What follows belongs to an exercise in optimizing a design on an open flow for small area; a production flow would make more cautious choices. For this run, only the layout was checked, not whether the RTL still works. Power is estimated from default activity; no workload was simulated.

File: flow/flow/run.sh
#!/bin/bash
export BUFFER_PORTS_ARGS="-buffer_cell sky130_fd_sc_hd__buf_1"
bash standard.sh > standard.log 2>&1
File: flow/standard.sh
#!/bin/bash
# synth_recipe.tcl (not shown) runs the flow's synth.tcl, then flattens the netlist and writes it again
# the make line also repeats each setting of config.mk as NAME=value (left out here)
make -C /OpenROAD-flow-scripts/flow DESIGN_CONFIG=/design/flow/config.mk WORK_HOME=/design/flow/orfs CLKGATE_MAP_FILE= SYNTH_SCRIPT=/design/flow/synth_recipe.tcl "${@:-finish}"
File: flow/config.mk
export PLATFORM = sky130hd
export DESIGN_NAME = rgb_to_ycbcr_444
export DESIGN_NICKNAME = rgb_to_ycbcr_444
export VERILOG_FILES = /design/flow/design.v
export SDC_FILE = /design/flow/constraint.sdc
export NUM_CORES = 4
export LEC_CHECK = 0
export CAP_MARGIN = 20
export CORE_MARGIN = 2
export CORE_UTILIZATION = 60
export CTS_BUF_LIST = sky130_fd_sc_hd__clkbuf_4 sky130_fd_sc_hd__clkbuf_8
export GPL_TIMING_DRIVEN = 0
export SLEW_MARGIN = 20
export SYNTH_HIERARCHICAL = 1
export SYNTH_MINIMUM_KEEP_SIZE = 0
File: flow/constraint.sdc
create_clock -name core_clock -period 6.0 [get_ports {in_clock}]
set_input_delay 1.2000 -clock core_clock [delete_from_list [all_inputs] [get_ports {in_clock}]]
set_output_delay 1.2000 -clock core_clock [all_outputs]
set_load 0.01 [all_outputs]
File: flow/design.v
module rgb_to_ycbcr_444(
  input wire in_reset,
  input wire in_clock,
  input wire [7:0] in_r,
  input wire [7:0] in_g,
  input wire [7:0] in_b,
  output reg [7:0] out_y,
  output reg [7:0] out_cb,
  output reg [7:0] out_cr
  );
  wire n0 = in_g[0] & in_b[0];
  wire n1, n2;
  fa_cell u_n1 (.a(in_r[0]), .b(in_g[1]), .c(in_b[1]), .s(n1), .co(n2));
  wire n3 = n0 & n1;
  wire n4, n5;
  fa_cell u_n4 (.a(in_r[1]), .b(in_g[2]), .c(in_b[2]), .s(n4), .co(n5));
  wire n6 = (n2 & n4) | (n2 & n3) | (n4 & n3);
  wire n7;
  xor_cell u_n7 (.a(in_r[2]), .b(in_g[3]), .y(n7));
  wire n8 = in_r[2] | in_g[3];
  wire n9, n10;
  fa_cell u_n9 (.a(~in_b[3]), .b(in_b[0]), .c(n7), .s(n9), .co(n10));
  wire n11 = (n5 & ~n9) | (n5 & n6) | (~n9 & n6);
  wire n12, n13;
  fa_cell u_n12 (.a(in_r[3]), .b(in_g[4]), .c(in_b[4]), .s(n12), .co(n13));
  wire n14, n15;
  fa_cell u_n14 (.a(~in_b[1]), .b(n8), .c(n12), .s(n14), .co(n15));
  wire n16 = (~n10 & n14) | (~n10 & n11) | (n14 & n11);
  wire n17, n18;
  fa_cell u_n17 (.a(in_r[4]), .b(in_g[5]), .c(in_b[5]), .s(n17), .co(n18));
  wire n19, n20;
  fa_cell u_n19 (.a(in_b[0]), .b(n13), .c(n17), .s(n19), .co(n20));
  wire n21, n22;
  fa_cell u_n21 (.a(~in_b[2]), .b(n15), .c(n19), .s(n21), .co(n22));
  wire n23 = n21 & n16;
  wire n24, n25;
  fa_cell u_n24 (.a(in_r[5]), .b(in_r[0]), .c(in_g[6]), .s(n24), .co(n25));
  wire n26, n27;
  fa_cell u_n26 (.a(in_b[6]), .b(~in_b[3]), .c(in_b[1]), .s(n26), .co(n27));
  wire n28, n29;
  fa_cell u_n28 (.a(n18), .b(n24), .c(n26), .s(n28), .co(n29));
  wire n30, n31;
  fa_cell u_n30 (.a(n20), .b(n28), .c(n22), .s(n30), .co(n31));
  wire n32 = n30 & n23;
  wire n33, n34;
  fa_cell u_n33 (.a(in_r[6]), .b(in_r[1]), .c(in_g[7]), .s(n33), .co(n34));
  wire n35, n36;
  fa_cell u_n35 (.a(in_g[0]), .b(in_b[7]), .c(in_b[2]), .s(n35), .co(n36));
  wire n37, n38;
  fa_cell u_n37 (.a(n25), .b(n27), .c(n33), .s(n37), .co(n38));
  wire n39, n40;
  fa_cell u_n39 (.a(n35), .b(n29), .c(n37), .s(n39), .co(n40));
  wire n41, n42;
  fa_cell u_n41 (.a(~in_b[4]), .b(n39), .c(n31), .s(n41), .co(n42));
  wire n43 = n41 & n32;
  wire n44, n45;
  fa_cell u_n44 (.a(in_r[7]), .b(in_r[2]), .c(in_g[1]), .s(n44), .co(n45));
  wire n46, n47;
  fa_cell u_n46 (.a(in_b[3]), .b(n34), .c(n36), .s(n46), .co(n47));
  wire n48, n49;
  fa_cell u_n48 (.a(n44), .b(n38), .c(n46), .s(n48), .co(n49));
  wire n50, n51;
  fa_cell u_n50 (.a(~in_b[5]), .b(n40), .c(n48), .s(n50), .co(n51));
  wire n52, n53;
  fa_cell u_n52 (.a(n50), .b(n42), .c(n43), .s(n52), .co(n53));
  wire n54, n55;
  fa_cell u_n54 (.a(in_r[3]), .b(in_g[2]), .c(in_b[4]), .s(n54), .co(n55));
  wire n56, n57;
  fa_cell u_n56 (.a(~in_b[6]), .b(n45), .c(n54), .s(n56), .co(n57));
  wire n58, n59;
  fa_cell u_n58 (.a(n47), .b(n56), .c(n49), .s(n58), .co(n59));
  wire n60, n61;
  fa_cell u_n60 (.a(n51), .b(n58), .c(n53), .s(n60), .co(n61));
  wire n62, n63;
  fa_cell u_n62 (.a(in_r[4]), .b(in_g[3]), .c(in_b[5]), .s(n62), .co(n63));
  wire n64, n65;
  fa_cell u_n64 (.a(~in_b[7]), .b(n55), .c(n62), .s(n64), .co(n65));
  wire n66, n67;
  fa_cell u_n66 (.a(n57), .b(n64), .c(n59), .s(n66), .co(n67));
  wire n68;
  xor_cell u_n68 (.a(in_r[5]), .b(in_g[4]), .y(n68));
  wire n69 = in_r[5] | in_g[4];
  wire n70, n71;
  fa_cell u_n70 (.a(in_b[6]), .b(~n68), .c(n63), .s(n70), .co(n71));
  wire n72, n73;
  ha_cell u_n72 (.a(n65), .b(n70), .s(n72), .co(n73));
  wire n74, n75;
  fa_cell u_n74 (.a(in_r[6]), .b(in_g[5]), .c(in_b[7]), .s(n74), .co(n75));
  wire n76, n77;
  fa_cell u_n76 (.a(n69), .b(n74), .c(n71), .s(n76), .co(n77));
  wire n78, n79;
  fa_cell u_n78 (.a(in_r[7]), .b(in_g[6]), .c(n75), .s(n78), .co(n79));
  wire n80 = n66 & n61;
  wire n81 = n66 | n61;
  wire n82;
  xor_cell u_n82 (.a(n66), .b(n61), .y(n82));
  wire n83 = n72 & n67;
  wire n84 = n72 | n67;
  wire n85;
  xor_cell u_n85 (.a(n72), .b(n67), .y(n85));
  wire n86 = n73 & n76;
  wire n87 = n73 | n76;
  wire n88;
  xor_cell u_n88 (.a(n73), .b(n76), .y(n88));
  wire n89 = n78 & n77;
  wire n90 = n78 | n77;
  wire n91;
  xor_cell u_n91 (.a(n78), .b(n77), .y(n91));
  wire n92 = in_g[7] & n79;
  wire n93 = in_g[7] | n79;
  wire n94;
  xor_cell u_n94 (.a(in_g[7]), .b(n79), .y(n94));
  wire n95 = n83 | (n84 & n80);
  wire n96 = n84 & n81;
  wire n97 = n89 | (n90 & n86);
  wire n98 = n90 & n87;
  wire n99 = 1'b0 | (1'b0 & n92);
  wire n100 = 1'b0 & n93;
  wire n101 = n86 | (n87 & n95);
  wire n102 = n87 & n96;
  wire n103 = n97 | (n98 & n95);
  wire n104 = n98 & n96;
  wire n105 = n92 | (n93 & n103);
  wire n106 = n93 & n104;
  wire n107 = n99 | (n100 & n103);
  wire n108 = n100 & n104;
  wire n109 = n80;
  wire n110;
  xor_cell u_n110 (.a(n85), .b(n109), .y(n110));
  wire n111 = n95;
  wire n112;
  xor_cell u_n112 (.a(n88), .b(n111), .y(n112));
  wire n113 = n101;
  wire n114;
  xor_cell u_n114 (.a(n91), .b(n113), .y(n114));
  wire n115 = n103;
  wire n116;
  xor_cell u_n116 (.a(n94), .b(n115), .y(n116));
  wire n117 = n105;
  wire n118;
  xor_cell u_n118 (.a(in_b[0]), .b(in_g[0]), .y(n118));
  wire n119 = ~in_b[0] & in_g[0];
  wire n120, n121;
  fa_cell u_n120 (.a(~in_b[1]), .b(in_g[1]), .c(n119), .s(n120), .co(n121));
  wire n122 = in_b[2] & ~in_g[2];
  wire n123 = in_b[2] | ~in_g[2];
  wire n124;
  xor_cell u_n124 (.a(in_b[2]), .b(in_g[2]), .y(n124));
  wire n125 = in_b[3] & ~in_g[3];
  wire n126 = in_b[3] | ~in_g[3];
  wire n127;
  xor_cell u_n127 (.a(in_b[3]), .b(in_g[3]), .y(n127));
  wire n128 = in_b[4] & ~in_g[4];
  wire n129 = in_b[4] | ~in_g[4];
  wire n130;
  xor_cell u_n130 (.a(in_b[4]), .b(in_g[4]), .y(n130));
  wire n131 = in_b[5] & ~in_g[5];
  wire n132 = in_b[5] | ~in_g[5];
  wire n133;
  xor_cell u_n133 (.a(in_b[5]), .b(in_g[5]), .y(n133));
  wire n134 = in_b[6] & ~in_g[6];
  wire n135 = in_b[6] | ~in_g[6];
  wire n136;
  xor_cell u_n136 (.a(in_b[6]), .b(in_g[6]), .y(n136));
  wire n137 = in_b[7] & ~in_g[7];
  wire n138 = in_b[7] | ~in_g[7];
  wire n139;
  xor_cell u_n139 (.a(in_b[7]), .b(in_g[7]), .y(n139));
  wire n140 = n122 | (n123 & ~n121);
  wire n141 = n125 | (n126 & n140);
  wire n142 = n126 & n123;
  wire n143 = n131 | (n132 & n128);
  wire n144 = n132 & n129;
  wire n145 = n137 | (n138 & n134);
  wire n146 = n138 & n135;
  wire n147 = n128 | (n129 & n141);
  wire n148 = n129 & n142;
  wire n149 = n143 | (n144 & n141);
  wire n150 = n144 & n142;
  wire n151 = n134 | (n135 & n149);
  wire n152 = n135 & n150;
  wire n153 = n145 | (n146 & n149);
  wire n154 = n146 & n150;
  wire n155;
  xor_cell u_n155 (.a(n124), .b(n121), .y(n155));
  wire n156 = n140;
  wire n157;
  xor_cell u_n157 (.a(n127), .b(n156), .y(n157));
  wire n158 = n141;
  wire n159;
  xor_cell u_n159 (.a(n130), .b(n158), .y(n159));
  wire n160 = n147;
  wire n161;
  xor_cell u_n161 (.a(n133), .b(n160), .y(n161));
  wire n162 = n149;
  wire n163;
  xor_cell u_n163 (.a(n136), .b(n162), .y(n163));
  wire n164 = n151;
  wire n165;
  xor_cell u_n165 (.a(n139), .b(n164), .y(n165));
  wire n166 = n153;
  wire n167;
  xor_cell u_n167 (.a(in_r[0]), .b(in_g[0]), .y(n167));
  wire n168 = ~in_r[0] & in_g[0];
  wire n169, n170;
  fa_cell u_n169 (.a(~in_r[1]), .b(in_g[1]), .c(n168), .s(n169), .co(n170));
  wire n171 = in_r[2] & ~in_g[2];
  wire n172 = in_r[2] | ~in_g[2];
  wire n173;
  xor_cell u_n173 (.a(in_r[2]), .b(in_g[2]), .y(n173));
  wire n174 = in_r[3] & ~in_g[3];
  wire n175 = in_r[3] | ~in_g[3];
  wire n176;
  xor_cell u_n176 (.a(in_r[3]), .b(in_g[3]), .y(n176));
  wire n177 = in_r[4] & ~in_g[4];
  wire n178 = in_r[4] | ~in_g[4];
  wire n179;
  xor_cell u_n179 (.a(in_r[4]), .b(in_g[4]), .y(n179));
  wire n180 = in_r[5] & ~in_g[5];
  wire n181 = in_r[5] | ~in_g[5];
  wire n182;
  xor_cell u_n182 (.a(in_r[5]), .b(in_g[5]), .y(n182));
  wire n183 = in_r[6] & ~in_g[6];
  wire n184 = in_r[6] | ~in_g[6];
  wire n185;
  xor_cell u_n185 (.a(in_r[6]), .b(in_g[6]), .y(n185));
  wire n186 = in_r[7] & ~in_g[7];
  wire n187 = in_r[7] | ~in_g[7];
  wire n188;
  xor_cell u_n188 (.a(in_r[7]), .b(in_g[7]), .y(n188));
  wire n189 = n171 | (n172 & ~n170);
  wire n190 = n174 | (n175 & n189);
  wire n191 = n175 & n172;
  wire n192 = n180 | (n181 & n177);
  wire n193 = n181 & n178;
  wire n194 = n186 | (n187 & n183);
  wire n195 = n187 & n184;
  wire n196 = n177 | (n178 & n190);
  wire n197 = n178 & n191;
  wire n198 = n192 | (n193 & n190);
  wire n199 = n193 & n191;
  wire n200 = n183 | (n184 & n198);
  wire n201 = n184 & n199;
  wire n202 = n194 | (n195 & n198);
  wire n203 = n195 & n199;
  wire n204;
  xor_cell u_n204 (.a(n173), .b(n170), .y(n204));
  wire n205 = n189;
  wire n206;
  xor_cell u_n206 (.a(n176), .b(n205), .y(n206));
  wire n207 = n190;
  wire n208;
  xor_cell u_n208 (.a(n179), .b(n207), .y(n208));
  wire n209 = n196;
  wire n210;
  xor_cell u_n210 (.a(n182), .b(n209), .y(n210));
  wire n211 = n198;
  wire n212;
  xor_cell u_n212 (.a(n185), .b(n211), .y(n212));
  wire n213 = n200;
  wire n214;
  xor_cell u_n214 (.a(n188), .b(n213), .y(n214));
  wire n215 = n202;
  wire n216 = n167 & ~n204;
  wire n217, n218;
  fa_cell u_n217 (.a(n118), .b(n216), .c(n206), .s(n217), .co(n218));
  wire n219, n220;
  fa_cell u_n219 (.a(n167), .b(~n120), .c(n204), .s(n219), .co(n220));
  wire n221, n222;
  ha_cell u_n221 (.a(n208), .b(n219), .s(n221), .co(n222));
  wire n223, n224;
  fa_cell u_n223 (.a(n169), .b(~n155), .c(n206), .s(n223), .co(n224));
  wire n225, n226;
  fa_cell u_n225 (.a(n220), .b(n222), .c(n210), .s(n225), .co(n226));
  wire n227, n228;
  fa_cell u_n227 (.a(n118), .b(n157), .c(n208), .s(n227), .co(n228));
  wire n229, n230;
  fa_cell u_n229 (.a(n204), .b(~n224), .c(n212), .s(n229), .co(n230));
  wire n231, n232;
  fa_cell u_n231 (.a(~n227), .b(n226), .c(n229), .s(n231), .co(n232));
  wire n233, n234;
  fa_cell u_n233 (.a(n206), .b(n159), .c(n210), .s(n233), .co(n234));
  wire n235, n236;
  fa_cell u_n235 (.a(n120), .b(n214), .c(n230), .s(n235), .co(n236));
  wire n237, n238;
  fa_cell u_n237 (.a(n228), .b(n233), .c(~n232), .s(n237), .co(n238));
  wire n239, n240;
  ha_cell u_n239 (.a(n155), .b(n208), .s(n239), .co(n240));
  wire n241, n242;
  fa_cell u_n241 (.a(n161), .b(n215), .c(n212), .s(n241), .co(n242));
  wire n243, n244;
  fa_cell u_n243 (.a(n239), .b(n234), .c(n241), .s(n243), .co(n244));
  wire n245;
  xor_cell u_n245 (.a(n236), .b(n243), .y(n245));
  wire n246 = n236 & ~n243;
  wire n247;
  xor_cell u_n247 (.a(n157), .b(n240), .y(n247));
  wire n248 = ~n157 & n240;
  wire n249, n250;
  fa_cell u_n249 (.a(n163), .b(n210), .c(n214), .s(n249), .co(n250));
  wire n251, n252;
  fa_cell u_n251 (.a(n242), .b(n249), .c(n244), .s(n251), .co(n252));
  wire n253, n254;
  ha_cell u_n253 (.a(n247), .b(n246), .s(n253), .co(n254));
  wire n255, n256;
  fa_cell u_n255 (.a(n212), .b(n248), .c(n165), .s(n255), .co(n256));
  wire n257, n258;
  fa_cell u_n257 (.a(n159), .b(n215), .c(~n250), .s(n257), .co(n258));
  wire n259, n260;
  fa_cell u_n259 (.a(n255), .b(~n257), .c(n252), .s(n259), .co(n260));
  wire n261, n262;
  fa_cell u_n261 (.a(n166), .b(n161), .c(~n214), .s(n261), .co(n262));
  wire n263, n264;
  fa_cell u_n263 (.a(~n256), .b(n261), .c(n258), .s(n263), .co(n264));
  wire n265, n266;
  fa_cell u_n265 (.a(n163), .b(n215), .c(n262), .s(n265), .co(n266));
  wire n267;
  xor_cell u_n267 (.a(n165), .b(n266), .y(n267));
  wire n268 = n165 | n266;
  wire n269;
  xor_cell u_n269 (.a(n166), .b(n268), .y(n269));
  wire n270 = ~n169 & n217;
  wire n271 = ~n169 | n217;
  wire n272 = n218 & n221;
  wire n273 = n218 | n221;
  wire n274 = ~n223 & n225;
  wire n275 = ~n223 | n225;
  wire n276 = n235 & ~n237;
  wire n277 = n235 | ~n237;
  wire n278;
  xor_cell u_n278 (.a(n235), .b(n237), .y(n278));
  wire n279 = ~n245 & ~n238;
  wire n280 = ~n245 | ~n238;
  wire n281;
  xor_cell u_n281 (.a(n245), .b(n238), .y(n281));
  wire n282 = ~n251 & n253;
  wire n283 = ~n251 | n253;
  wire n284;
  xor_cell u_n284 (.a(n251), .b(n253), .y(n284));
  wire n285 = n254 & ~n259;
  wire n286 = n254 | ~n259;
  wire n287;
  xor_cell u_n287 (.a(n254), .b(n259), .y(n287));
  wire n288 = n263 & ~n260;
  wire n289 = n263 | ~n260;
  wire n290;
  xor_cell u_n290 (.a(n263), .b(n260), .y(n290));
  wire n291 = n265 & n264;
  wire n292 = n265 | n264;
  wire n293;
  xor_cell u_n293 (.a(n265), .b(n264), .y(n293));
  wire n294 = n272 | (n273 & n270);
  wire n295 = n273 & n271;
  wire n296 = n231 | (1'b1 & n274);
  wire n297 = 1'b1 & n275;
  wire n298 = n279 | (n280 & n276);
  wire n299 = n280 & n277;
  wire n300 = n285 | (n286 & n282);
  wire n301 = n286 & n283;
  wire n302 = n291 | (n292 & n288);
  wire n303 = n292 & n289;
  wire n304 = 1'b0 | (n269 & 1'b0);
  wire n305 = n269 & ~n267;
  wire n306 = n274 | (n275 & n294);
  wire n307 = n275 & n295;
  wire n308 = n296 | (n297 & n294);
  wire n309 = n297 & n295;
  wire n310 = n282 | (n283 & n298);
  wire n311 = n283 & n299;
  wire n312 = n300 | (n301 & n298);
  wire n313 = n301 & n299;
  wire n314 = 1'b0 | (~n267 & n302);
  wire n315 = ~n267 & n303;
  wire n316 = n304 | (n305 & n302);
  wire n317 = n305 & n303;
  wire n318 = n276 | (n277 & n308);
  wire n319 = n277 & n309;
  wire n320 = n298 | (n299 & n308);
  wire n321 = n299 & n309;
  wire n322 = n310 | (n311 & n308);
  wire n323 = n311 & n309;
  wire n324 = n312 | (n313 & n308);
  wire n325 = n313 & n309;
  wire n326 = n288 | (n289 & n324);
  wire n327 = n289 & n325;
  wire n328 = n302 | (n303 & n324);
  wire n329 = n303 & n325;
  wire n330 = n314 | (n315 & n324);
  wire n331 = n315 & n325;
  wire n332 = n316 | (n317 & n324);
  wire n333 = n317 & n325;
  wire n334 = n308;
  wire n335;
  xor_cell u_n335 (.a(n278), .b(n334), .y(n335));
  wire n336 = n318;
  wire n337;
  xor_cell u_n337 (.a(n281), .b(n336), .y(n337));
  wire n338 = n320;
  wire n339;
  xor_cell u_n339 (.a(n284), .b(n338), .y(n339));
  wire n340 = n322;
  wire n341;
  xor_cell u_n341 (.a(n287), .b(n340), .y(n341));
  wire n342 = n324;
  wire n343;
  xor_cell u_n343 (.a(n290), .b(n342), .y(n343));
  wire n344 = n326;
  wire n345;
  xor_cell u_n345 (.a(n293), .b(n344), .y(n345));
  wire n346 = n328;
  wire n347;
  xor_cell u_n347 (.a(n267), .b(n346), .y(n347));
  wire n348 = n330;
  wire n349;
  xor_cell u_n349 (.a(n269), .b(n348), .y(n349));
  wire n350;
  xor_cell u_n350 (.a(n167), .b(n118), .y(n350));
  wire n351 = n167 | n118;
  wire n352;
  xor_cell u_n352 (.a(n351), .b(n169), .y(n352));
  wire n353 = n351 & ~n169;
  wire n354, n355;
  ha_cell u_n354 (.a(n120), .b(n352), .s(n354), .co(n355));
  wire n356, n357;
  fa_cell u_n356 (.a(n204), .b(n155), .c(n353), .s(n356), .co(n357));
  wire n358;
  xor_cell u_n358 (.a(n355), .b(n356), .y(n358));
  wire n359 = n355 & ~n356;
  wire n360, n361;
  fa_cell u_n360 (.a(n167), .b(n206), .c(n157), .s(n360), .co(n361));
  wire n362, n363;
  fa_cell u_n362 (.a(n359), .b(n163), .c(n360), .s(n362), .co(n363));
  wire n364, n365;
  fa_cell u_n364 (.a(n208), .b(n159), .c(n361), .s(n364), .co(n365));
  wire n366, n367;
  fa_cell u_n366 (.a(n165), .b(n363), .c(n364), .s(n366), .co(n367));
  wire n368;
  xor_cell u_n368 (.a(n204), .b(n210), .y(n368));
  wire n369 = n204 | n210;
  wire n370, n371;
  fa_cell u_n370 (.a(n166), .b(~n161), .c(n368), .s(n370), .co(n371));
  wire n372, n373;
  fa_cell u_n372 (.a(n365), .b(~n370), .c(n367), .s(n372), .co(n373));
  wire n374;
  xor_cell u_n374 (.a(n206), .b(n212), .y(n374));
  wire n375 = n206 & ~n212;
  wire n376, n377;
  fa_cell u_n376 (.a(n163), .b(n369), .c(n374), .s(n376), .co(n377));
  wire n378;
  xor_cell u_n378 (.a(n371), .b(n376), .y(n378));
  wire n379 = ~n371 & n376;
  wire n380, n381;
  ha_cell u_n380 (.a(n208), .b(n375), .s(n380), .co(n381));
  wire n382, n383;
  fa_cell u_n382 (.a(n214), .b(n165), .c(n377), .s(n382), .co(n383));
  wire n384;
  xor_cell u_n384 (.a(n380), .b(n379), .y(n384));
  wire n385 = ~n380 & n379;
  wire n386, n387;
  ha_cell u_n386 (.a(n215), .b(n210), .s(n386), .co(n387));
  wire n388, n389;
  fa_cell u_n388 (.a(n166), .b(n386), .c(n381), .s(n388), .co(n389));
  wire n390;
  xor_cell u_n390 (.a(n388), .b(n383), .y(n390));
  wire n391 = ~n388 & n383;
  wire n392, n393;
  fa_cell u_n392 (.a(n212), .b(n387), .c(n389), .s(n392), .co(n393));
  wire n394, n395;
  ha_cell u_n394 (.a(n214), .b(n393), .s(n394), .co(n395));
  wire n396;
  xor_cell u_n396 (.a(n215), .b(n395), .y(n396));
  wire n397 = n350 & n157;
  wire n398 = n350 | n157;
  wire n399 = n354 & n159;
  wire n400 = n354 | n159;
  wire n401 = n161 & ~n358;
  wire n402 = n161 | ~n358;
  wire n403 = ~n357 & n362;
  wire n404 = ~n357 | n362;
  wire n405 = ~n169 & n366;
  wire n406 = ~n169 | n366;
  wire n407;
  xor_cell u_n407 (.a(n169), .b(n366), .y(n407));
  wire n408 = ~n378 & n373;
  wire n409 = ~n378 | n373;
  wire n410;
  xor_cell u_n410 (.a(n378), .b(n373), .y(n410));
  wire n411 = n382 & ~n384;
  wire n412 = n382 | ~n384;
  wire n413;
  xor_cell u_n413 (.a(n382), .b(n384), .y(n413));
  wire n414 = n385 & ~n390;
  wire n415 = n385 | ~n390;
  wire n416;
  xor_cell u_n416 (.a(n385), .b(n390), .y(n416));
  wire n417 = n391 & ~n392;
  wire n418 = n391 | ~n392;
  wire n419;
  xor_cell u_n419 (.a(n391), .b(n392), .y(n419));
  wire n420 = ~n118 | (1'b1 & 1'b0);
  wire n421 = 1'b1 & 1'b0;
  wire n422 = 1'b0 | (~n155 & 1'b0);
  wire n423 = ~n155 & n120;
  wire n424 = n399 | (n400 & n397);
  wire n425 = n400 & n398;
  wire n426 = n403 | (n404 & n401);
  wire n427 = n404 & n402;
  wire n428 = 1'b0 | (n372 & n405);
  wire n429 = n372 & n406;
  wire n430 = n411 | (n412 & n408);
  wire n431 = n412 & n409;
  wire n432 = n417 | (n418 & n414);
  wire n433 = n418 & n415;
  wire n434 = 1'b0 | (n396 & 1'b0);
  wire n435 = n396 & ~n394;
  wire n436 = 1'b0 | (n120 & n420);
  wire n437 = n120 & n421;
  wire n438 = n422 | (n423 & n420);
  wire n439 = n423 & n421;
  wire n440 = n401 | (n402 & n424);
  wire n441 = n402 & n425;
  wire n442 = n426 | (n427 & n424);
  wire n443 = n427 & n425;
  wire n444 = n408 | (n409 & n428);
  wire n445 = n409 & n429;
  wire n446 = n430 | (n431 & n428);
  wire n447 = n431 & n429;
  wire n448 = 1'b0 | (~n394 & n432);
  wire n449 = ~n394 & n433;
  wire n450 = n434 | (n435 & n432);
  wire n451 = n435 & n433;
  wire n452 = n397 | (n398 & n438);
  wire n453 = n398 & n439;
  wire n454 = n424 | (n425 & n438);
  wire n455 = n425 & n439;
  wire n456 = n440 | (n441 & n438);
  wire n457 = n441 & n439;
  wire n458 = n442 | (n443 & n438);
  wire n459 = n443 & n439;
  wire n460 = n414 | (n415 & n446);
  wire n461 = n415 & n447;
  wire n462 = n432 | (n433 & n446);
  wire n463 = n433 & n447;
  wire n464 = n448 | (n449 & n446);
  wire n465 = n449 & n447;
  wire n466 = n450 | (n451 & n446);
  wire n467 = n451 & n447;
  wire n468 = n405 | (n406 & n458);
  wire n469 = n406 & n459;
  wire n470 = n428 | (n429 & n458);
  wire n471 = n429 & n459;
  wire n472 = n444 | (n445 & n458);
  wire n473 = n445 & n459;
  wire n474 = n446 | (n447 & n458);
  wire n475 = n447 & n459;
  wire n476 = n460 | (n461 & n458);
  wire n477 = n461 & n459;
  wire n478 = n462 | (n463 & n458);
  wire n479 = n463 & n459;
  wire n480 = n464 | (n465 & n458);
  wire n481 = n465 & n459;
  wire n482 = n466 | (n467 & n458);
  wire n483 = n467 & n459;
  wire n484 = n458;
  wire n485;
  xor_cell u_n485 (.a(n407), .b(n484), .y(n485));
  wire n486 = n468;
  wire n487;
  xor_cell u_n487 (.a(n372), .b(n486), .y(n487));
  wire n488 = n470;
  wire n489;
  xor_cell u_n489 (.a(n410), .b(n488), .y(n489));
  wire n490 = n472;
  wire n491;
  xor_cell u_n491 (.a(n413), .b(n490), .y(n491));
  wire n492 = n474;
  wire n493;
  xor_cell u_n493 (.a(n416), .b(n492), .y(n493));
  wire n494 = n476;
  wire n495;
  xor_cell u_n495 (.a(n419), .b(n494), .y(n495));
  wire n496 = n478;
  wire n497;
  xor_cell u_n497 (.a(n394), .b(n496), .y(n497));
  wire n498 = n480;
  wire n499;
  xor_cell u_n499 (.a(n396), .b(n498), .y(n499));
  wire [7:0] y_d = {n117, n116, n114, n112, n110, n82, n60, n52};
  wire [7:0] cb_d = {~(n349), ~(~n347), ~(n345), ~(~n343), ~(~n341), ~(~n339), ~(n337), ~(~n335)};
  wire [7:0] cr_d = {n499, ~n497, ~n495, ~n493, ~n491, ~n489, n487, ~n485};
  always @(posedge in_clock) begin
    if (in_reset) begin
      out_y <= 8'd0;
      out_cb <= 8'd0;
      out_cr <= 8'd0;
    end else begin
      out_y <= y_d;
      out_cb <= cb_d;
      out_cr <= cr_d;
    end
  end
endmodule
module fa_cell(input wire a, input wire b, input wire c, output wire s, output wire co);
  assign s = a ^ b ^ c;
  assign co = (a & b) | (a & c) | (b & c);
endmodule
module ha_cell(input wire a, input wire b, output wire s, output wire co);
  assign s = a ^ b;
  assign co = a & b;
endmodule
module xor_cell(input wire a, input wire b, output wire y);
  assign y = a ^ b;
endmodule
==> run summary <==
# TYPE chip_impl_metric gauge
chip_impl_info{name="status",value="timing/DRC/antenna clean"} 1
chip_impl_metric{name="worstMarginPinSlew",unit="ns"} 0.7250
chip_impl_metric{name="placed_cells",unit=""} 473
chip_impl_metric{name="std_cell_rows",unit=""} 28
chip_impl_metric{name="cp_data_arrival_time",unit="ns"} 6.01
chip_impl_metric{name="total_wirelength_of_the_detailed_routed_design",unit="mm"} 7.747
chip_impl_metric{name="globalRouteTotalUtil",unit=""} 0.2524
chip_impl_info{name="crit_start",value="in_g[0]"} 1
chip_impl_metric{name="synth_async_reset_ratio",unit=""} 0
chip_impl_metric{name="yosysWarningCount",unit=""} 7
chip_impl_metric{name="drt_drc_violations_left",unit=""} 0
chip_impl_metric{name="ys_types",unit=""} 33
chip_impl_metric{name="clkTransAtPathRegs",unit="ns"} 0.09
chip_impl_info{name="setup.worst_path.start_class",value="input port"} 1
chip_impl_metric{name="multi_input_comb_area",unit="sq um"} 3162
chip_impl_metric{name="power_leakage",unit="nW"} 1.852
chip_impl_metric{name="layoutNonFillerInstCount",unit=""} 496
chip_impl_info{name="top_usage_layer",value="met2"} 1
chip_impl_metric{name="filler_cell_count",unit=""} 456
chip_impl_metric{name="postLayoutCellArea",unit="sq um"} 4289
chip_impl_metric{name="detailed_routing_iteration_count_for_the_pre_antenna_repair_pass",unit=""} 4
chip_impl_metric{name="setup_viol_count_final",unit=""} 0
chip_impl_metric{name="routed_via_count",unit=""} 2597
chip_impl_metric{name="dieHeight",unit="um"} 81.43
chip_impl_info{name="cell_at_the_root_of_the_clock_tree",value="sky130_fd_sc_hd__clkbuf_8"} 1
chip_impl_metric{name="ctsHoldBuffers",unit=""} 0
chip_impl_metric{name="tritoncts.num_buffers",unit=""} 3
chip_impl_metric{name="syn_avg_cell_area",unit="sq um"} 10.31
chip_impl_metric{name="synthesis.area",unit="sq um"} 3597
chip_impl_metric{name="place_worst_setup_slack",unit="ns"} -0.9148
chip_impl_metric{name="dpl.hpwl",unit="mm"} 6.209
chip_impl_metric{name="count_of_flip_flops_with_a_built_in_enable_after_synthesis",unit=""} 0
chip_impl_metric{name="maximum_number_of_pins_on_one_net_before_global_route_repair",unit=""} 13
chip_impl_metric{name="buffer_ports.inserted",unit=""} 49
chip_impl_metric{name="synth_seq_cells",unit=""} 24
chip_impl_metric{name="cts_htree_levels",unit=""} 1
chip_impl_metric{name="initial_antenna_violation_count",unit=""} 0
chip_impl_metric{name="hold_violations",unit=""} 0
chip_impl_metric{name="post_dp_cell_area",unit="sq um"} 3875
chip_impl_metric{name="floorplan.initialDensity",unit=""} 0.6148
chip_impl_info{name="setup.worst_path.class",value="input port to flop"} 1
chip_impl_metric{name="nNetsFinal",unit=""} 523
chip_impl_metric{name="drive_gt1_frac",unit=""} 0.1900
chip_impl_metric{name="route.detailed.wl_per_inst",unit="um"} 15.62
chip_impl_metric{name="chipWidth",unit="um"} 81.43
chip_impl_info{name="top_reg_cell_synth",value="sky130_fd_sc_hd__dfxtp_1"} 1
chip_impl_metric{name="period_minus_slack",unit="ns"} 5.871
chip_impl_metric{name="maximum_clock_insertion_buffer_count",unit=""} 2
chip_impl_info{name="mostFrequentLayoutCells",value="66 x sky130_fd_sc_hd__xor2_1, 63 x sky130_fd_sc_hd__fa_1, 38 x sky130_fd_sc_hd__buf_1"} 1
chip_impl_metric{name="maxSlewHeadroom",unit=""} 0.5167
chip_impl_metric{name="finalCritPeriodShare",unit=""} 0.9785
chip_impl_info{name="layout_commonest_cell",value="sky130_fd_sc_hd__xor2_1"} 1
chip_impl_metric{name="path_max_fanout",unit=""} 6
chip_impl_metric{name="core_region_area",unit="sq um"} 5851
chip_impl_metric{name="cap_violations",unit=""} 0
chip_impl_metric{name="global_route.usage.met1",unit=""} 0.3007
chip_impl_info{name="grt_setup_unrepaired",value="yes"} 1
chip_impl_metric{name="floorplan.die_area",unit="sq um"} 6631
chip_impl_metric{name="power.ir.vdd_worst",unit="mV"} 0.4274
chip_impl_metric{name="fin_util",unit=""} 0.7331
chip_impl_metric{name="power-per-cell-area",unit="nW/um^2"} 578.3
chip_impl_metric{name="num_io_pins",unit=""} 50
chip_impl_metric{name="drt_first_iter_violations",unit=""} 91
chip_impl_metric{name="synth_net_count",unit=""} 449
chip_impl_metric{name="fin_ws",unit="ns"} 0.1289
chip_impl_metric{name="antenna-diode-count",unit=""} 0
chip_impl_metric{name="grt_overflow",unit=""} 0
chip_impl_metric{name="grt_first_pass_wirelength",unit="mm"} 12.52
chip_impl_info{name="endpoint",value="out_cb[6]"} 1
chip_impl_metric{name="area_growth",unit="%"} 19.23
chip_impl_metric{name="ant_nets",unit=""} 0
chip_impl_metric{name="globalRouteMet2Util",unit=""} 0.4836
chip_impl_metric{name="number_of_global_route_vias_before_repair",unit=""} 2736
chip_impl_metric{name="seq_area_frac_synth",unit=""} 0.1336
chip_impl_metric{name="required",unit="ns"} 6.14
chip_impl_metric{name="viasPerCell",unit=""} 5.236
chip_impl_metric{name="clock_sink_count",unit=""} 24
chip_impl_metric{name="fmax",unit="GHz"} 0.1703
chip_impl_info{name="tritoncts",value="built"} 1
chip_impl_metric{name="synthesis.instances",unit=""} 349
chip_impl_metric{name="timing.final.max_slew_violations",unit=""} 0
chip_impl_metric{name="gr-usage-met3",unit=""} 0.03626
chip_impl_metric{name="gp_routability_congestion",unit=""} 0.8609
chip_impl_info{name="endpoint_kind",value="flop"} 1
chip_impl_metric{name="fin_setup_tns",unit="ns"} 0
chip_impl_metric{name="sequential_cell_area",unit="sq um"} 480.5
chip_impl_info{name="worstHoldPathType",value="input port to flop"} 1
[final cells by class]
cell class	count	area share
multi-input combinational	282	0.7372
sequential	24	0.1120
timing repair buffer	69	0.08168
inverter	41	0.03588
tap	75	0.02188
clock buffer	3	0.009627
buffer	2	0.001750
[through the flow]
stage / power (mW) / hold WS [ns]
after CTS: 2.373 / 1.250
after global placement: 2.194 / 1.519
after floorplan: 1.873 / 1.272
after detailed placement: 2.244 / 1.529
final: 2.481 / 1.244
after global routing: 2.749 / 1.252
[worst max-delay path, cell delays in order]
cell and delay, ns:
sky130_fd_sc_hd__buf_4 0.15, sky130_fd_sc_hd__nor2b_4 0.13, sky130_fd_sc_hd__fa_2 0.41, sky130_fd_sc_hd__nand2b_4 0.17, sky130_fd_sc_hd__a221oi_4 0.29, sky130_fd_sc_hd__o221ai_2 0.13, sky130_fd_sc_hd__nand2_2 0.09, sky130_fd_sc_hd__maj3_2 0.21
sky130_fd_sc_hd__maj3_2 0.29, sky130_fd_sc_hd__fa_1 0.44, sky130_fd_sc_hd__fa_1 0.62, sky130_fd_sc_hd__xor2_2 0.22, sky130_fd_sc_hd__inv_1 0.09, sky130_fd_sc_hd__maj3_2 0.30, sky130_fd_sc_hd__maj3_2 0.31, sky130_fd_sc_hd__a221o_1 0.35
sky130_fd_sc_hd__a31oi_2 0.22, sky130_fd_sc_hd__nor2_1 0.08, sky130_fd_sc_hd__xor2_1 0.16, sky130_fd_sc_hd__nor2b_1 0.13
[modules after synthesis (local to each module, per instance)]
| module | times used | flops+latches | cell area [sq um] |
|---|---|---|---|
| rgb_to_ycbcr_444 | 1 | 24 | 1501 |
| fa_cell | 66 | 0 | 20.02 |
| ha_cell | 8 | 0 | 12.51 |
| xor_cell | 77 | 0 | 8.758 |
[worst min-delay path by stage]
stage	startpoint	endpoint	slack, ns	cells past startpoint
6_report	in_reset	out_cb[3]	1.24	2
5_1_grt	in_reset	out_cb[3]	1.25	2
4_1_cts	in_reset	out_cb[2]	1.25	2
3_5_place_dp	in_reset	out_cb[2]	1.53	2
3_3_place_gp	in_reset	out_cb[0]	1.52	2
2_1_floorplan	in_reset	out_cb[0]	1.27	1
[registers in the layout, indices dropped and copies added, names as in the netlist]
signal and count:
out_cb 8, out_cr 8, out_y 8
[power breakdown]
group / total [mW] / switching (mW) / internal (mW) / leakage [nW]
combinational: 2.12 / 1.12 / 1.01 / 1.63
sequential: 0.255 / 0.0143 / 0.240 / 0.200
clock: 0.102 / 0.0569 / 0.0451 / 0.0216
[timing repair]
action / in CTS / in global routing
setup endpoints to repair: 7 / 9
gates resized for setup: 13 / 35
pin swaps: 3 / 16
setup buffers: 0 / 20
[Yosys cell counts (4+ instances only)]
library cell	number	share of area
sky130_fd_sc_hd__a21oi_1	6	0.0083
sky130_fd_sc_hd__a31oi_1	6	0.010
sky130_fd_sc_hd__and2_1	4	0.0070
sky130_fd_sc_hd__dfxtp_1	24	0.13
sky130_fd_sc_hd__fa_1	66	0.37
sky130_fd_sc_hd__ha_1	8	0.028
sky130_fd_sc_hd__inv_1	38	0.040
sky130_fd_sc_hd__maj3_1	11	0.031
sky130_fd_sc_hd__maj3_2	8	0.025
sky130_fd_sc_hd__nand2_1	8	0.0083
sky130_fd_sc_hd__nand2b_1	8	0.014
sky130_fd_sc_hd__nand3_1	6	0.0083
sky130_fd_sc_hd__nor2_1	15	0.016
sky130_fd_sc_hd__nor2b_1	30	0.052
sky130_fd_sc_hd__or2_2	6	0.010
sky130_fd_sc_hd__xor2_1	77	0.19
[metal layers]
| metal | vias up | wire length, um |
|---|---|---|
| li1 | 1242 | - |
| met1 | 1302 | 3204 |
| met2 | 45 | 4259 |
| met3 | 8 | 201 |
| met4 | 0 | 81 |
| met5 | - | 0 |
[kinds of logic (layout without fill, tap and decap cells)]
logic type	count (synthesis)	in the layout	share of synthesized area
AO/OA/AOI/OAI	32	32	0.06227
XOR/XNOR	77	77	0.1875
adder cells (fa/ha/maj)	93	93	0.4508
buffers and inverters	43	115	0.04487
flip-flops	24	24	0.1336
AND/OR/NAND/NOR	80	80	0.1210

==> afterwards: timing with drivers on the ports <==
In the flow no input, the clock included, has a driving cell. The finished layout below was timed again as built, in two steps. Step 1: set_driving_cell puts a clkbuf_16 on in_clock and a buf_2 on each other input, an assumption about the parent block. Step 2 moves the port delays by t, midway between the first and last clock arrival at a register: inputs arrive t later, outputs are due t later. That takes back most of the time a late clock gives input paths. a / b / c = ideal ports / drivers / drivers and shift; a / b = the first two.
shift t [ns]: 0.300
slack for setup (ns): 0.129 / 0.131 / -0.169
worst slew at a driven data input, ns: 0.03
Met with ideal ports but missed after step 2: setup timing in this run. The setup slack of this run moves by +0.002 ns with the drivers and by -0.298 ns with both steps.
